Background: an optimization exercise with open tools, aiming at small area, a short achievable clock period and few clock cycles per item. Do not read the settings as production practice.
No functional check of the RTL was part of any run shown here.
Power and IR drop assume default switching activity.

==> flow/design.v (outline; a module is shown in full before it is edited, if it fits) <==
// module matvecmult: 2233 lines
// module mv_fa: 4 lines
// module mv_add7: 3 lines
// module mv_or2: 3 lines
// module mv_xor2: 3 lines
// module mv_xnor2: 3 lines
module matvecmult(
    CLK,
    RST,
    vector_x,
    vector_b,
    vector_y,
    Q,
    A,
    finish
);
  // ...
==> flow/flow/run.sh <==
#!/bin/bash
set -euo pipefail
export PRE_GLOBAL_PLACE_TCL="$PWD/flow/buffer_ports.tcl"
bash standard.sh > standard_make.log 2>&1
==> flow/flow/buffer_ports.tcl <==
# Port buffers: buf_2 on the inputs (they fan out to several gates), buf_1 on
# the outputs.  Replaces the single buffer_ports call of global_place.tcl.
rename buffer_ports my_orig_buffer_ports
proc buffer_ports {args} {
  my_orig_buffer_ports -inputs -buffer_cell sky130_fd_sc_hd__buf_2
  my_orig_buffer_ports -outputs -buffer_cell sky130_fd_sc_hd__buf_1
}
==> flow/standard.sh <==
#!/bin/bash
# synth_recipe.tcl (not shown) runs the flow's synth.tcl, then flattens the netlist and writes it again
# the make line also repeats each setting of config.mk as NAME=value (left out here)
make -C /OpenROAD-flow-scripts/flow DESIGN_CONFIG=/design/flow/config.mk WORK_HOME=/design/flow/orfs CLKGATE_MAP_FILE= SYNTH_SCRIPT=/design/flow/synth_recipe.tcl "${@:-finish}"
==> flow/config.mk <==
export PLATFORM = sky130hd
export DESIGN_NAME = matvecmult
export DESIGN_NICKNAME = matvecmult
export VERILOG_FILES = /design/flow/design.v
export SDC_FILE = /design/flow/constraint.sdc
export NUM_CORES = 4
export LEC_CHECK = 0
export CAP_MARGIN = 20
export CORE_MARGIN = 2
export CORE_UTILIZATION = 40
export SLEW_MARGIN = 20
export SYNTH_HIERARCHICAL = 1
export SYNTH_MINIMUM_KEEP_SIZE = 0
==> flow/constraint.sdc <==
create_clock -name core_clock -period 10.0 [get_ports {CLK}]
set_input_delay 2.0000 -clock core_clock [delete_from_list [all_inputs] [get_ports {CLK}]]
set_output_delay 2.0000 -clock core_clock [all_outputs]
set_load 0.01 [all_outputs]
==> impl_metrics.json, run 1 <==
{
  "status": "timing/DRC/antenna clean",
  "grt_pass1_wl_um": 74000,
  "grt_busiest_layer": "met2",
  "placed_cells": 2354,
  "die_w_um": 205,
  "seq_cell_count": 240,
  "timing.final.ws_setup_ns": 6.40,
  "crit_top_cell": "fa_1",
  "synth-seq-cells": 240,
  "switching_share": 0.419,
  "min_path_cells": 0,
  "min_from": "val[1]",
  "wl_met2_um": 24100,
  "internal_power_mw": 3.79,
  "ir_drop_mv": 0.805,
  "synthArstFlopShare": 0.0458,
  "largest_reg_flops": 128,
  "period_minus_slack_ns": 3.60,
  "synth_top_area_frac": 0.317,
  "timing.rr.end": "y_r[15][7]",
  "postSynthCellCount": 1365,
  "multi_input_cells": 1084,
  "numPortBuffers": 486,
  "cp-startpoint": "Q[0]",
  "multi_input_area_mm2": 0.00989,
  "critPathMaxFanout": 7,
  "synth_compound_area_frac": 0.0345,
  "hold_slack_ns": 0.328,
  "largest_cell_class": "multi-input combinational cells",
  "cp-end-kind": "flip-flop",
  "crit_path_start_kind": "input pin",
  "grt_util_met2": 0.394,
  "required_ns": 10.40,
  "io_pins": 519,
  "critPathKind": "input pin to flip-flop",
  "r2r-start": "cut1[26]"
}
==> run 2, diff against run 1 <==
--- a/flow/design.v
+++ b/flow/design.v
@@ -1087,110 +1087,110 @@
 wire s1029;
 wire s1030;
 wire s1031;
 wire s1032;
 wire s1033;
 wire s1034;
 wire s1035;
 wire s1036;
-wire c1037;
+wire s1037;
 wire s1038;
-wire c1039;
+wire s1039;
 wire s1040;
-wire c1041;
+wire s1041;
 wire s1042;
-wire c1043;
-wire s1044;
-wire c1045;
-wire s1046;
-wire c1047;
-wire s1048;
-wire c1049;
-wire s1050;
-wire c1051;
-wire s1052;
-wire c1053;
-wire s1054;
-wire c1055;
-wire s1056;
-wire c1057;
-wire s1058;
-wire c1059;
-wire s1060;
-wire c1061;
-wire s1062;
-wire c1063;
-wire s1064;
-wire c1065;
-wire s1066;
-wire c1067;
-wire s1068;
-wire c1069;
-wire s1070;
-wire c1071;
-wire s1072;
-wire c1073;
-wire s1074;
-wire c1075;
-wire s1076;
-wire c1077;
-wire s1078;
-wire c1079;
-wire s1080;
-wire c1081;
-wire s1082;
-wire c1083;
-wire s1084;
-wire c1085;
-wire s1086;
-wire c1087;
-wire s1088;
-wire c1089;
-wire s1090;
-wire c1091;
-wire s1092;
-wire c1093;
-wire s1094;
-wire c1095;
-wire s1096;
-wire c1097;
-wire s1098;
-wire c1099;
-wire s1100;
-wire c1101;
-wire s1102;
-wire c1103;
-wire s1104;
-wire c1105;
-wire s1106;
-wire c1107;
-wire s1108;
-wire c1109;
-wire s1110;
-wire c1111;
-wire s1112;
-wire c1113;
-wire s1114;
-wire c1115;
-wire s1116;
-wire c1117;
-wire s1118;
-wire c1119;
-wire s1120;
-wire c1121;
-wire s1122;
-wire c1123;
-wire s1124;
+wire s1043;
+wire c1044;
+wire s1045;
+wire c1046;
+wire s1047;
+wire c1048;
+wire s1049;
+wire c1050;
+wire s1051;
+wire c1052;
+wire s1053;
+wire c1054;
+wire s1055;
+wire c1056;
+wire s1057;
+wire c1058;
+wire s1059;
+wire c1060;
+wire s1061;
+wire c1062;
+wire s1063;
+wire c1064;
+wire s1065;
+wire c1066;
+wire s1067;
+wire c1068;
+wire s1069;
+wire c1070;
+wire s1071;
+wire c1072;
+wire s1073;
+wire c1074;
+wire s1075;
+wire c1076;
+wire s1077;
+wire c1078;
+wire s1079;
+wire c1080;
+wire s1081;
+wire c1082;
+wire s1083;
+wire c1084;
+wire s1085;
+wire c1086;
+wire s1087;
+wire c1088;
+wire s1089;
+wire c1090;
+wire s1091;
+wire c1092;
+wire s1093;
+wire c1094;
+wire s1095;
+wire c1096;
+wire s1097;
+wire c1098;
+wire s1099;
+wire c1100;
+wire s1101;
+wire c1102;
+wire s1103;
+wire c1104;
+wire s1105;
+wire c1106;
+wire s1107;
+wire c1108;
+wire s1109;
+wire c1110;
+wire s1111;
+wire c1112;
+wire s1113;
+wire c1114;
+wire s1115;
+wire c1116;
+wire s1117;
+wire c1118;
+wire s1119;
+wire c1120;
+wire s1121;
+wire c1122;
+wire s1123;
+wire c1124;
 wire s1125;
-wire s1126;
+wire c1126;
 wire s1127;
-wire s1128;
+wire c1128;
 wire s1129;
-wire s1130;
+wire c1130;
 wire s1131;
 wire s1132;
 wire s1133;
 wire s1134;
 wire s1135;
 wire s1136;
 wire s1137;
 wire s1138;
@@ -2035,102 +2035,102 @@
 mv_xnor2 us1028 (.a(s1009), .b(s1010), .s(s1028));
 mv_xnor2 us1029 (.a(s1011), .b(s1012), .s(s1029));
 mv_xnor2 us1030 (.a(s1013), .b(s1014), .s(s1030));
 mv_xnor2 us1031 (.a(s1015), .b(s1016), .s(s1031));
 mv_xnor2 us1032 (.a(s1017), .b(s1018), .s(s1032));
 mv_xnor2 us1033 (.a(s1019), .b(s1020), .s(s1033));
 mv_xnor2 us1034 (.a(s1021), .b(s1022), .s(s1034));
 mv_xnor2 us1035 (.a(s1023), .b(s1024), .s(s1035));
-mv_fa us1036 (.a(k1_1), .b(k1_2), .c(k1_3), .s(s1036), .co(c1037));
-mv_fa us1038 (.a(k1_4), .b(k1_5), .c(s1036), .s(s1038), .co(c1039));
-mv_fa us1040 (.a(k1_10), .b(k1_11), .c(k1_12), .s(s1040), .co(c1041));
-mv_fa us1042 (.a(k1_6), .b(k1_7), .c(k1_8), .s(s1042), .co(c1043));
-mv_fa us1044 (.a(k1_9), .b(c1037), .c(s1040), .s(s1044), .co(c1045));
-mv_fa us1046 (.a(s1042), .b(c1039), .c(s1044), .s(s1046), .co(c1047));
-mv_fa us1048 (.a(k1_13), .b(k1_14), .c(k1_15), .s(s1048), .co(c1049));
-mv_fa us1050 (.a(k1_16), .b(k1_17), .c(k1_18), .s(s1050), .co(c1051));
-mv_fa us1052 (.a(k1_19), .b(k1_20), .c(k1_21), .s(s1052), .co(c1053));
-mv_fa us1054 (.a(k1_22), .b(k1_23), .c(k1_24), .s(s1054), .co(c1055));
-mv_fa us1056 (.a(k1_25), .b(c1041), .c(c1043), .s(s1056), .co(c1057));
-mv_fa us1058 (.a(s1048), .b(s1050), .c(s1052), .s(s1058), .co(c1059));
-mv_fa us1060 (.a(s1054), .b(c1045), .c(s1056), .s(s1060), .co(c1061));
-mv_fa us1062 (.a(s1058), .b(c1047), .c(s1060), .s(s1062), .co(c1063));
-mv_fa us1064 (.a(k1_26), .b(k1_27), .c(k1_28), .s(s1064), .co(c1065));
-mv_fa us1066 (.a(k1_29), .b(k1_30), .c(k1_31), .s(s1066), .co(c1067));
-mv_fa us1068 (.a(k1_32), .b(k1_33), .c(k1_34), .s(s1068), .co(c1069));
-mv_fa us1070 (.a(k1_35), .b(k1_36), .c(k1_37), .s(s1070), .co(c1071));
-mv_fa us1072 (.a(k1_38), .b(k1_39), .c(k1_40), .s(s1072), .co(c1073));
-mv_fa us1074 (.a(k1_41), .b(k1_42), .c(k1_43), .s(s1074), .co(c1075));
-mv_fa us1076 (.a(c1049), .b(c1051), .c(c1053), .s(s1076), .co(c1077));
-mv_fa us1078 (.a(c1055), .b(s1064), .c(s1066), .s(s1078), .co(c1079));
-mv_fa us1080 (.a(s1068), .b(s1070), .c(s1072), .s(s1080), .co(c1081));
-mv_fa us1082 (.a(s1074), .b(c1057), .c(c1059), .s(s1082), .co(c1083));
-mv_fa us1084 (.a(s1076), .b(s1078), .c(s1080), .s(s1084), .co(c1085));
-mv_fa us1086 (.a(c1061), .b(s1082), .c(s1084), .s(s1086), .co(c1087));
-mv_xor2 us1088 (.a(c1063), .b(s1086), .s(s1088));
-assign c1089 = c1063 | s1086;
-mv_fa us1090 (.a(k1_44), .b(k1_45), .c(k1_46), .s(s1090), .co(c1091));
-mv_fa us1092 (.a(k1_47), .b(k1_48), .c(k1_49), .s(s1092), .co(c1093));
-mv_fa us1094 (.a(k1_50), .b(k1_51), .c(k1_52), .s(s1094), .co(c1095));
-mv_fa us1096 (.a(k1_53), .b(k1_54), .c(k1_55), .s(s1096), .co(c1097));
-mv_fa us1098 (.a(k1_56), .b(k1_57), .c(k1_58), .s(s1098), .co(c1099));
-mv_fa us1100 (.a(k1_59), .b(k1_60), .c(k1_61), .s(s1100), .co(c1101));
-mv_fa us1102 (.a(k1_62), .b(k1_63), .c(k1_64), .s(s1102), .co(c1103));
-mv_fa us1104 (.a(c1065), .b(c1067), .c(c1069), .s(s1104), .co(c1105));
-mv_fa us1106 (.a(c1071), .b(c1073), .c(c1075), .s(s1106), .co(c1107));
-mv_fa us1108 (.a(s1090), .b(s1092), .c(s1094), .s(s1108), .co(c1109));
-mv_fa us1110 (.a(s1096), .b(s1098), .c(s1100), .s(s1110), .co(c1111));
-mv_fa us1112 (.a(s1102), .b(c1077), .c(c1079), .s(s1112), .co(c1113));
-mv_fa us1114 (.a(c1081), .b(s1104), .c(s1106), .s(s1114), .co(c1115));
-mv_fa us1116 (.a(s1108), .b(s1110), .c(c1083), .s(s1116), .co(c1117));
-mv_fa us1118 (.a(c1085), .b(s1112), .c(s1114), .s(s1118), .co(c1119));
-mv_fa us1120 (.a(s1116), .b(c1087), .c(s1118), .s(s1120), .co(c1121));
-mv_xor2 us1122 (.a(c1089), .b(s1120), .s(s1122));
-assign c1123 = c1089 | s1120;
-mv_xnor2 us1124 (.a(k1_65), .b(k1_66), .s(s1124));
-mv_xnor2 us1125 (.a(k1_67), .b(k1_68), .s(s1125));
-mv_xnor2 us1126 (.a(k1_69), .b(k1_70), .s(s1126));
-mv_xnor2 us1127 (.a(k1_71), .b(k1_72), .s(s1127));
-mv_xnor2 us1128 (.a(k1_73), .b(k1_74), .s(s1128));
-mv_xnor2 us1129 (.a(k1_75), .b(k1_76), .s(s1129));
-mv_xnor2 us1130 (.a(k1_77), .b(k1_78), .s(s1130));
-mv_xnor2 us1131 (.a(k1_79), .b(k1_80), .s(s1131));
-mv_xnor2 us1132 (.a(k1_81), .b(k1_82), .s(s1132));
-mv_xnor2 us1133 (.a(k1_83), .b(k1_84), .s(s1133));
-mv_xnor2 us1134 (.a(k1_85), .b(k1_86), .s(s1134));
-mv_xnor2 us1135 (.a(k1_87), .b(s1124), .s(s1135));
-mv_xnor2 us1136 (.a(s1125), .b(s1126), .s(s1136));
-mv_xnor2 us1137 (.a(s1127), .b(s1128), .s(s1137));
-mv_xnor2 us1138 (.a(s1129), .b(s1130), .s(s1138));
+mv_xnor2 us1036 (.a(c859), .b(c861), .s(s1036));
+mv_xnor2 us1037 (.a(c863), .b(c865), .s(s1037));
+mv_xnor2 us1038 (.a(c867), .b(c869), .s(s1038));
+mv_xnor2 us1039 (.a(c871), .b(c873), .s(s1039));
+mv_xnor2 us1040 (.a(s1025), .b(s1026), .s(s1040));
+mv_xnor2 us1041 (.a(s1027), .b(s1028), .s(s1041));
+mv_xnor2 us1042 (.a(s1029), .b(s1030), .s(s1042));
+mv_fa us1043 (.a(k1_1), .b(k1_2), .c(k1_3), .s(s1043), .co(c1044));
+mv_fa us1045 (.a(k1_4), .b(k1_5), .c(s1043), .s(s1045), .co(c1046));
+mv_fa us1047 (.a(k1_10), .b(k1_11), .c(k1_12), .s(s1047), .co(c1048));
+mv_fa us1049 (.a(k1_6), .b(k1_7), .c(k1_8), .s(s1049), .co(c1050));
+mv_fa us1051 (.a(k1_9), .b(c1044), .c(s1047), .s(s1051), .co(c1052));
+mv_fa us1053 (.a(s1049), .b(c1046), .c(s1051), .s(s1053), .co(c1054));
+mv_fa us1055 (.a(k1_13), .b(k1_14), .c(k1_15), .s(s1055), .co(c1056));
+mv_fa us1057 (.a(k1_16), .b(k1_17), .c(k1_18), .s(s1057), .co(c1058));
+mv_fa us1059 (.a(k1_19), .b(k1_20), .c(k1_21), .s(s1059), .co(c1060));
+mv_fa us1061 (.a(k1_22), .b(k1_23), .c(k1_24), .s(s1061), .co(c1062));
+mv_fa us1063 (.a(k1_25), .b(c1048), .c(c1050), .s(s1063), .co(c1064));
+mv_fa us1065 (.a(s1055), .b(s1057), .c(s1059), .s(s1065), .co(c1066));
+mv_fa us1067 (.a(s1061), .b(c1052), .c(s1063), .s(s1067), .co(c1068));
+mv_fa us1069 (.a(s1065), .b(c1054), .c(s1067), .s(s1069), .co(c1070));
+mv_fa us1071 (.a(k1_26), .b(k1_27), .c(k1_28), .s(s1071), .co(c1072));
+mv_fa us1073 (.a(k1_29), .b(k1_30), .c(k1_31), .s(s1073), .co(c1074));
+mv_fa us1075 (.a(k1_32), .b(k1_33), .c(k1_34), .s(s1075), .co(c1076));
+mv_fa us1077 (.a(k1_35), .b(k1_36), .c(k1_37), .s(s1077), .co(c1078));
+mv_fa us1079 (.a(k1_38), .b(k1_39), .c(k1_40), .s(s1079), .co(c1080));
+mv_fa us1081 (.a(k1_41), .b(k1_42), .c(k1_43), .s(s1081), .co(c1082));
+mv_fa us1083 (.a(c1056), .b(c1058), .c(c1060), .s(s1083), .co(c1084));
+mv_fa us1085 (.a(c1062), .b(s1071), .c(s1073), .s(s1085), .co(c1086));
+mv_fa us1087 (.a(s1075), .b(s1077), .c(s1079), .s(s1087), .co(c1088));
+mv_fa us1089 (.a(s1081), .b(c1064), .c(c1066), .s(s1089), .co(c1090));
+mv_fa us1091 (.a(s1083), .b(s1085), .c(s1087), .s(s1091), .co(c1092));
+mv_fa us1093 (.a(c1068), .b(s1089), .c(s1091), .s(s1093), .co(c1094));
+mv_xnor2 us1095 (.a(c1070), .b(s1093), .s(s1095));
+assign c1096 = c1070 | s1093;
+mv_fa us1097 (.a(k1_44), .b(k1_45), .c(k1_46), .s(s1097), .co(c1098));
+mv_fa us1099 (.a(k1_47), .b(k1_48), .c(k1_49), .s(s1099), .co(c1100));
+mv_fa us1101 (.a(k1_50), .b(k1_51), .c(k1_52), .s(s1101), .co(c1102));
+mv_fa us1103 (.a(k1_53), .b(k1_54), .c(k1_55), .s(s1103), .co(c1104));
+mv_fa us1105 (.a(k1_56), .b(k1_57), .c(k1_58), .s(s1105), .co(c1106));
+mv_fa us1107 (.a(k1_59), .b(k1_60), .c(k1_61), .s(s1107), .co(c1108));
+mv_fa us1109 (.a(k1_62), .b(k1_63), .c(k1_64), .s(s1109), .co(c1110));
+mv_fa us1111 (.a(c1072), .b(c1074), .c(c1076), .s(s1111), .co(c1112));
+mv_fa us1113 (.a(c1078), .b(c1080), .c(c1082), .s(s1113), .co(c1114));
+mv_fa us1115 (.a(s1097), .b(s1099), .c(s1101), .s(s1115), .co(c1116));
+mv_fa us1117 (.a(s1103), .b(s1105), .c(s1107), .s(s1117), .co(c1118));
+mv_fa us1119 (.a(s1109), .b(c1084), .c(c1086), .s(s1119), .co(c1120));
+mv_fa us1121 (.a(c1088), .b(s1111), .c(s1113), .s(s1121), .co(c1122));
+mv_fa us1123 (.a(s1115), .b(s1117), .c(c1090), .s(s1123), .co(c1124));
+mv_fa us1125 (.a(c1092), .b(s1119), .c(s1121), .s(s1125), .co(c1126));
+mv_fa us1127 (.a(s1123), .b(c1094), .c(s1125), .s(s1127), .co(c1128));
+mv_xnor2 us1129 (.a(c1096), .b(s1127), .s(s1129));
+assign c1130 = c1096 | s1127;
+mv_xnor2 us1131 (.a(k1_65), .b(k1_66), .s(s1131));
+mv_xnor2 us1132 (.a(k1_67), .b(k1_68), .s(s1132));
+mv_xnor2 us1133 (.a(k1_69), .b(k1_70), .s(s1133));
+mv_xnor2 us1134 (.a(k1_71), .b(k1_72), .s(s1134));
+mv_xnor2 us1135 (.a(k1_73), .b(k1_74), .s(s1135));
+mv_xnor2 us1136 (.a(k1_75), .b(k1_76), .s(s1136));
+mv_xnor2 us1137 (.a(k1_77), .b(k1_78), .s(s1137));
+mv_xnor2 us1138 (.a(k1_79), .b(k1_80), .s(s1138));
 mv_xnor2 us1139 (.a(s1131), .b(s1132), .s(s1139));
 mv_xnor2 us1140 (.a(s1133), .b(s1134), .s(s1140));
-mv_xnor2 us1141 (.a(c1091), .b(c1093), .s(s1141));
-mv_xnor2 us1142 (.a(c1095), .b(c1097), .s(s1142));
-mv_xnor2 us1143 (.a(c1099), .b(c1101), .s(s1143));
-mv_xnor2 us1144 (.a(c1103), .b(s1135), .s(s1144));
-mv_xnor2 us1145 (.a(s1136), .b(s1137), .s(s1145));
-mv_xnor2 us1146 (.a(s1138), .b(s1139), .s(s1146));
+mv_xnor2 us1141 (.a(s1135), .b(s1136), .s(s1141));
+mv_xnor2 us1142 (.a(s1137), .b(s1138), .s(s1142));
+mv_xnor2 us1143 (.a(c1098), .b(c1100), .s(s1143));
+mv_xnor2 us1144 (.a(c1102), .b(c1104), .s(s1144));
+mv_xnor2 us1145 (.a(c1106), .b(c1108), .s(s1145));
+mv_xnor2 us1146 (.a(c1110), .b(s1139), .s(s1146));
 mv_xnor2 us1147 (.a(s1140), .b(s1141), .s(s1147));
 mv_xnor2 us1148 (.a(s1142), .b(s1143), .s(s1148));
 mv_xnor2 us1149 (.a(s1144), .b(s1145), .s(s1149));
-mv_xnor2 us1150 (.a(s1146), .b(c1105), .s(s1150));
-mv_xnor2 us1151 (.a(c1107), .b(c1109), .s(s1151));
-mv_xnor2 us1152 (.a(c1111), .b(s1147), .s(s1152));
+mv_xnor2 us1150 (.a(s1146), .b(s1147), .s(s1150));
+mv_xnor2 us1151 (.a(c1112), .b(c1114), .s(s1151));
+mv_xnor2 us1152 (.a(c1116), .b(c1118), .s(s1152));
 mv_xnor2 us1153 (.a(s1148), .b(s1149), .s(s1153));
 mv_xnor2 us1154 (.a(s1150), .b(s1151), .s(s1154));
-mv_xnor2 us1155 (.a(s1152), .b(c1113), .s(s1155));
-mv_xnor2 us1156 (.a(c1115), .b(s1153), .s(s1156));
+mv_xnor2 us1155 (.a(s1152), .b(s1153), .s(s1155));
+mv_xnor2 us1156 (.a(c1120), .b(c1122), .s(s1156));
 mv_xnor2 us1157 (.a(s1154), .b(s1155), .s(s1157));
-mv_xnor2 us1158 (.a(s1156), .b(c1117), .s(s1158));
-mv_xnor2 us1159 (.a(c1119), .b(s1157), .s(s1159));
+mv_xnor2 us1158 (.a(s1156), .b(c1124), .s(s1158));
+mv_xnor2 us1159 (.a(s1157), .b(c1126), .s(s1159));
 mv_xnor2 us1160 (.a(s1158), .b(s1159), .s(s1160));
-mv_xnor2 us1161 (.a(c1121), .b(s1160), .s(s1161));
-mv_xor2 us1162 (.a(c1123), .b(s1161), .s(s1162));
-reg [87:0] cut1;
+mv_xnor2 us1161 (.a(c1128), .b(s1160), .s(s1161));
+mv_xnor2 us1162 (.a(s1161), .b(c1130), .s(s1162));
+reg [80:0] cut1;
 wire k1_0 = cut1[0];
 wire k1_1 = cut1[1];
 wire k1_2 = cut1[2];
 wire k1_3 = cut1[3];
 wire k1_4 = cut1[4];
 wire k1_5 = cut1[5];
 wire k1_6 = cut1[6];
 wire k1_7 = cut1[7];
@@ -2202,29 +2202,22 @@
 wire k1_73 = cut1[73];
 wire k1_74 = cut1[74];
 wire k1_75 = cut1[75];
 wire k1_76 = cut1[76];
 wire k1_77 = cut1[77];
 wire k1_78 = cut1[78];
 wire k1_79 = cut1[79];
 wire k1_80 = cut1[80];
-wire k1_81 = cut1[81];
-wire k1_82 = cut1[82];
-wire k1_83 = cut1[83];
-wire k1_84 = cut1[84];
-wire k1_85 = cut1[85];
-wire k1_86 = cut1[86];
-wire k1_87 = cut1[87];
 always @(posedge CLK)
-    cut1 <= {s1035, s1034, s1033, s1032, s1031, c881, c879, c877, c875, s1030, s1029, s1028, s1027, s1026, s1025, c873, c871, c869, c867, c865, c863, c861, c859, s880, s878, s876, s874, s872, s870, s868, s866, s864, s862, c753, c751, c749, s860, s858, c747, c745, c743, c741, c739, c737, s752, s750, s748, s746, s744, s742, s740, c649, c647, s738, s736, c645, c643, c641, c639, c637, s734, s732, s648, s646, s644, s642, s640, s638, c567, c565, s636, c563, c561, c559, s634, s566, s564, s562, s560, s558, c507, c505, s506, s504, c471, s502, s500, s470};
+    cut1 <= {s1042, s1041, s1040, s1039, s1038, s1037, s1036, s1035, s1034, s1033, s1032, s1031, c881, c879, c877, c875, s880, s878, s876, s874, s872, s870, s868, s866, s864, s862, c753, c751, c749, s860, s858, c747, c745, c743, c741, c739, c737, s752, s750, s748, s746, s744, s742, s740, c649, c647, s738, s736, c645, c643, c641, c639, c637, s734, s732, s648, s646, s644, s642, s640, s638, c567, c565, s636, c563, c561, c559, s634, s566, s564, s562, s560, s558, c507, c505, s506, s504, c471, s502, s500, s470};
 reg b0_1;
 always @(posedge CLK)
     b0_1 <= bsel[0];
-wire [6:0] sum = {s1162, s1122, s1088, ~s1062, ~s1046, ~s1038, ~k1_0};
+wire [6:0] sum = ~{s1162, s1129, s1095, s1069, s1053, s1045, k1_0};
 always @(posedge CLK) begin
     if (val[2])
         for (i = 0; i < 15; i = i + 1)
             y_r[i] <= y_r[i + 1];
     y_r[15] <= {sum, b0_1};
 end
 genvar g;
 generate for (g = 0; g < 16; g = g + 1) begin : gy
@@ -2236,14 +2229,11 @@
 assign co = (a & b) | (a & c) | (b & c);
 endmodule
 module mv_add7(input [6:0] a, input [6:0] b, output [6:0] s);
 assign s = ~a + ~b;
 endmodule
 module mv_or2(input a, input b, output y);
 assign y = a | b;
 endmodule
-module mv_xor2(input a, input b, output s);
-assign s = a ^ b;
-endmodule
 module mv_xnor2(input a, input b, output s);
 assign s = ~(a ^ b);
 endmodule
==> impl_metrics.json, run 2 <==
{
  "yosysSeqAreaShare": 0.369,
  "clk_pin_slew_worst_paths_ns": 0.06,
  "drive_gt1_frac": 0.222,
  "dr.pass1.iters": 4,
  "synth_top_cell_by_area": "fa_1",
  "wl_um": 49500,
  "powerDensity_mw_per_mm2": 350,
  "initial_utilization": 0.405,
  "cts_tree": "done",
  "post_cts_buffers": 0,
  "ir_drop_mv": 0.705,
  "worstPathArrival_ns": 4.06,
  "die_area_mm2": 0.0418,
  "synth_top_area_frac": 0.319,
  "placed_area_mm2": 0.0188,
  "areaGrowthSynthToFinish_pct": 23.0,
  "io_pins": 519,
  "cts_num_sinks": 233,
  "postSynthCellCount": 1361,
  "via_count": 11880,
  "gp_congestion": 0.885,
  "dpl.hpwl_um": 42800,
  "post_cts_resized": 0,
  "cts_buffers": 25,
  "layout_commonest_cell": "nand2_1",
  "numPortBuffers": 486,
  "synth-main-ff-cell": "edfxtp_1",
  "holdBufCountCts": 0,
  "die_w_um": 204,
  "status": "timing/DRC/antenna clean",
  "clockBufferDepth": 3,
  "hold_viol": 0,
  "final_cells": 2404,
  "drtIter0Drc": 560,
  "syn_area_mm2": 0.0161,
  "placed_cells": 2350,
  "synthArstFlopShare": 0.0472,
  "hold_class": "flip-flop to flip-flop",
  "max-slew-margin-rel": 0.381,
  "grt_pass1_vias": 12286,
  "largest_reg_flops": 128,
  "core-area_mm2": 0.0396,
  "grt_usage": 0.236,
  "drcViolationCount": 0,
  "grt_setup_unrepaired": "no",
  "via_per_inst": 4.94,
  "period_share": 0.366,
  "clock.fmax_mhz": 273,
  "syn_nets": 2009,
  "antenna_found_initial": 10,
  "grt_remaining_overflow": 0,
  "design_area_mm2": 0.0198,
  "avgSynthCellArea_um2": 11.8,
  "cts_root_buf": "clkbuf_16",
  "rows": 73,
  "largest_register": "y_r",
  "skew_ns": 0.0119,
  "ys_top_cells_by_area": "fa_1 (32%), edfxtp_1 (22%), dfxtp_1 (13%)",
  "p_leak_nw": 7.56,
  "period_minus_slack_ns": 3.66,
  "critPathMaxFanout": 7,
  "synth-seq-cells": 233,
  "drv_cap": 0,
  "critPathKind": "input pin to flip-flop",
  "clk_latency_ns": 0.52,
  "layout_common_cells": "nand2_1 (470), buf_2 (353), fa_1 (256)",
  "grt_pass1_wl_um": 73200,
  "postRouteAntennaNets": 0,
  "crit_path_start_kind": "input pin",
  "htreeDepth": 1,
  "grt_max_degree": 75,
  "synth_edf_count": 120,
  "cp-end-kind": "flip-flop",
  "required_ns": 10.39,
  "tns_ns": 0,
  "worstMarginPinSlew_ns": 0.929,
  "synth_most_common_cell": "nand2_1",
  "finalNetCount": 2500,
  "ys_types": 44,
  "largestRegisters": "y_r x128, cut1 x81, bsel x8",
  "fp.dieH_um": 204,
  "setup_viol": 0,
  "maxSlewViolCount": 0,
  "yosys_warnings": 8,
  "synthTopCellsByCount": "nand2_1 (470), fa_1 (256), xnor2_1 (199)",
  "wire_per_inst_um": 20.6
}
-- run 2: changes by cell type after synthesis --
cell | previous run | this run
xnor2_1 | 196 | 199
dfxtp_1 | 109 | 102
xor2_1 | 4 | 1
inv_1 | 15 | 18
-- run 2: cell families (layout without fill, tap and decap cells) --
group	Yosys count	count (layout)	synth area share
AND/OR/NAND/NOR	504	504	0.121
flip-flops	233	233	0.369
AO/OA/AOI/OAI	76	76	0.0348
other	0	10	0
adder cells (fa/ha/maj)	262	262	0.324
multiplexers	42	42	0.0272
XOR/XNOR	200	200	0.109
buffers and inverters	44	552	0.0156
-- run 2: final timing paths --
check | slack [ns] | cells after the start | end | from
worst max-delay path | 6.34 | 5 | cut1[64] | Q[0]
worst min-delay path | 0.32 | 0 | y_r[15][0] | b0_1
worst max register to register | 6.52 | 8 | y_r[15][7] | cut1[26]
worst min register to register | 0.32 | 0 | y_r[15][0] | b0_1
max in group asynchronous | 8.18 | 2 | fin | RST
min in group asynchronous | 1.49 | 2 | cnt[1] | RST
-- run 2: metrics by stage --
stage          setup WS (ns)  hold slack (ns)  power, mW  utilization
6_report                6.34            0.324       6.91        0.498
2_1_floorplan           6.31            0.310       4.78            -
5_1_grt                 6.34            0.328       7.43        0.498
4_1_cts                 6.34            0.325       7.01        0.498
3_5_place_dp            5.80            0.312       5.98        0.475
3_3_place_gp            5.82            0.311       5.91        0.475
-- run 2: critical path, cell delays in order --
cell and delay, ns:
buf_2 0.24, nand2_1 0.21, fa_1 0.53, fa_1 0.63, fa_1 0.44
-- run 2: routing by layer --
| metal | share of wire | up-vias | GRT usage |
|---|---|---|---|
| met5 | 0.00026 | - | 0 |
| met4 | 0.017 | 2 | 0.0567 |
| met3 | 0.070 | 51 | 0.0402 |
| met2 | 0.49 | 451 | 0.391 |
| li1 | - | 5412 | - |
| met1 | 0.43 | 5964 | 0.324 |
-- run 2: per-module statistics from Yosys, one instance, submodules excluded --
module / area [µm²] / cells
matvecmult: 9240 / 910
mv_fa: 20.0 / 1
mv_or2: 6.26 / 1
mv_xnor2: 8.76 / 1
-- run 2: layout make-up --
type                       instances  area [µm²]
fill                            3667       19900
multi-input combinational       1084        9890
sequential                       233        5920
timing repair buffer             489        2290
tap                              525         657
clock buffer                      30         656
clock inverter                    14         239
inverter                          19        71.3
antenna                           10        25.0
-- run 2: report_power, final --
group | internal (mW) | switching [mW]
Sequential | 1.41 | 0.205
Combinational | 2.03 | 2.26
Clock | 0.625 | 0.379
Total | 4.07 | 2.84

## port drivers added, routing unchanged
Ports are ideal in the flow. The routed layouts listed here were re-timed in OpenROAD.
Step 1, drivers: a clkbuf_16 drives CLK and a buf_2 each remaining input, both assumed.
Step 2, shift: input delay + t, output delay - t, t = (earliest + latest rising clock arrival at the registers) / 2. This alone moves slack from input paths to output paths.
Slacks: ideal / step 1 / step 2; pairs: ideal / step 1.
run	t, ns	slack for setup (ns)	worst setup path at the end	worst data-port slew with drivers (ns)
run 1	0.555	6.397 / 6.414 / 5.859	input to register	0.11
run 2	0.572	6.336 / 6.368 / 5.796	input to register	0.13
After both steps setup and hold are still met in every run listed. For run 2, which loses most, drivers alone change the setup slack by +0.032 ns; drivers and shift together by -0.540 ns.
